What follows belongs to an exercise in optimizing a design on an open flow for small area; a production flow would make more cautious choices.
Only simulation tests tie the RTL to the original design; equivalence was not proved.
Power is estimated from default activity; no workload was simulated.

==> flow/design.v (excerpt) <==
module uart_top(
	input clk,
	input wire rst,
	input wire uart_rx,
	output wire uart_tx,
	output wire[3:0] led
    );
Size in the first run: roughly 460 flip-flops, about 8 I/O pins, about 11000 µm² of cells after synthesis.
clock: 20.0 ns
lec_check: 0
cap_margin: 20
core_margin: 2
core_utilization: 65
cts_buf_list: sky130_fd_sc_hd__clkbuf_4
cts_cluster_diameter: 40
cts_cluster_size: 12
slew_margin: 20
run.sh (not shown) runs the stock make flow with config.mk's settings and CLKGATE_MAP_FILE= SYNTH_SCRIPT=/design/flow/synth_recipe.tcl, a recipe that flattens the netlist after the stock synthesis.
Edit:
- CTS_BUF_LIST: sky130_fd_sc_hd__clkbuf_4 -> unset
- CTS_CLUSTER_DIAMETER: 40 -> 100
- CTS_CLUSTER_SIZE: 12 -> 30
The new run finished with timing, DRC and antenna clean.
Die area is unchanged.
Wire length goes up by a few percent.
Area after synthesis stays the same.
Cell count goes down by a few percent.
Setup slack gains 0.12 ns.
Non-clock buffer count stays the same.
Total power goes up by a few percent.

---

## run 1
uart_top, a different RTL version from the one above (not shown whole).
clock: 20.0 ns
lec_check: 0
cap_margin: 20
core_margin: 2
core_utilization: 65
cts_cluster_diameter: 100
cts_cluster_size: 30
slew_margin: 20
The inputs of run 2 differ from those of run 1 as listed below.
- CORE_UTILIZATION changed from 65 to 40
- CTS_CLUSTER_DIAMETER removed (was 100)
- CTS_CLUSTER_SIZE removed (was 30)
[summary]
- Run 2 ran to completion and came out clean on the timing, DRC and antenna checks.
- | number of filler instances in the final layout | run 2 vs run 1 | about 120% higher |
- Routed wire length for run 2: 11% down relative to run 1
- The maximum clock frequency of run 2 is higher than that of run 1.
- Compared with run 1, in run 2 number of global-route vias before repair shows a reduction of 209, global placement routability congestion moved down, clock power increased about 80%, minimum period implied by the final worst setup slack shrank by 0.12 ns, highest ir drop seen on vdd fell by about 50%.
- Against run 1, run 2 reports a area overhead of the layout relative to synthesis that is higher.
- Of the two candidates, run 1 has the worse worst-case headroom to the max-slew limit and run 2 the better one.
- Diff run 1 -> run 2 | length of routed wiring on met1 | decrease of 2.6%
## Diff of input files: run 3 against run 2
- CTS_BUF_LIST newly set to sky130_fd_sc_hd__clkbuf_4
==> comparison <==
Going from run 2 to run 3, the worst setup margin was found to have gone down by 0.16 ns.
Die outline area: run 2 vs run 3 — no meaningful difference
Compared with run 2, run 3 shows a lower average vias per placed instance.
Compared with run 2, run 3 shows total power of the final layout that has gone down by a few percent.
Diff run 2 -> run 3: part of the cycle the worst path needs grew by 0.80 points; non-clock buffer share of cell area held steady; final period demand of the worst path grew by 0.16 ns; sequential cell count held steady.
> inputs changed (run 3 -> run 4)
- CTS_BUF_LIST now sky130_fd_sc_hd__clkbuf_2 sky130_fd_sc_hd__clkbuf_4 sky130_fd_sc_hd__clkbuf_8, was sky130_fd_sc_hd__clkbuf_4
- CTS_CLUSTER_SIZE now 30, previously not set
## What came out
Run 3 and run 4 ended up with nearly the same largest incremental delay on the critical path. Compared to run 3, the router laid down less metal wire for run 4. Final critical-path setup slack in run 4 is 0.11 ns higher than in run 3. Clock transition at the registers of the reported paths across run 3 and run 4: no real change. In terms of switching part of the total power, run 3 and run 4 differ only marginally.
## Diff of input files: run 5 against run 4
- a deleted CTS_BUF_LIST that had been sky130_fd_sc_hd__clkbuf_2 sky130_fd_sc_hd__clkbuf_4 sky130_fd_sc_hd__clkbuf_8
- an added ABC_AREA of 1
- a change of CORE_UTILIZATION from 40 to 65
- an added CTS_CLUSTER_DIAMETER of 100
### Flow results
Run 5: PASS, flow complete, no timing, DRC or antenna violations. The final reports for run 5 and run 4 show routed length on met3 lower in the former. Diff run 4 -> run 5 | routed wire length per instance | up by more than a quarter. On post-layout total power: between run 4 and run 5, it ends up lower for run 5. [compare] base=run 4 new=run 5: total length of routed met2 wires picked up an extra 2500 um, remaining max-slew budget at the tightest pin lower. On post-layout instance count excluding filler cells, the higher figure sits with run 4, not run 5.

re-timing with driven ports:
The results above use ideal ports. As a check the final layouts listed here were re-extracted and re-timed, cells and wires unchanged.
Step 1 (the two cells are an assumption about what drives the block):
set clk [get_ports {clk}]
set_driving_cell -lib_cell sky130_fd_sc_hd__clkbuf_16 $clk
set_driving_cell -lib_cell sky130_fd_sc_hd__buf_2 [delete_from_list [all_inputs] $clk]
Step 2 also shifts input and output timing later by t, the mid clock arrival at the registers, as if the neighbouring blocks saw the same clock.
Three values: ideal ports, drivers, drivers and shift; two values: the first two.
| run | t, ns | setup WS [ns] | pins driven straight from the clock port |
|---|---|---|---|
| the first run of note 1 | 0.661 | 13.635 / 13.599 / 14.259 | 1 |
| the second run of note 1 | 0.544 | 13.753 / 13.711 / 14.256 | 1 |
| run 1 | 0.559 | 13.475 / 13.430 / 13.989 | 1 |
| run 2 | 0.571 | 13.593 / 13.549 / 14.120 | 1 |
| run 3 | 0.705 | 13.433 / 13.396 / 14.101 | 1 |
| run 4 | 0.601 | 13.542 / 13.500 / 14.102 | 1 |
| run 5 | 0.560 | 13.807 / 13.762 / 13.798 | 1 |
After both steps setup and hold are still met in every run listed. The setup slack of run 5, which loses most, moves by -0.045 ns with the drivers and by -0.009 ns with both steps.
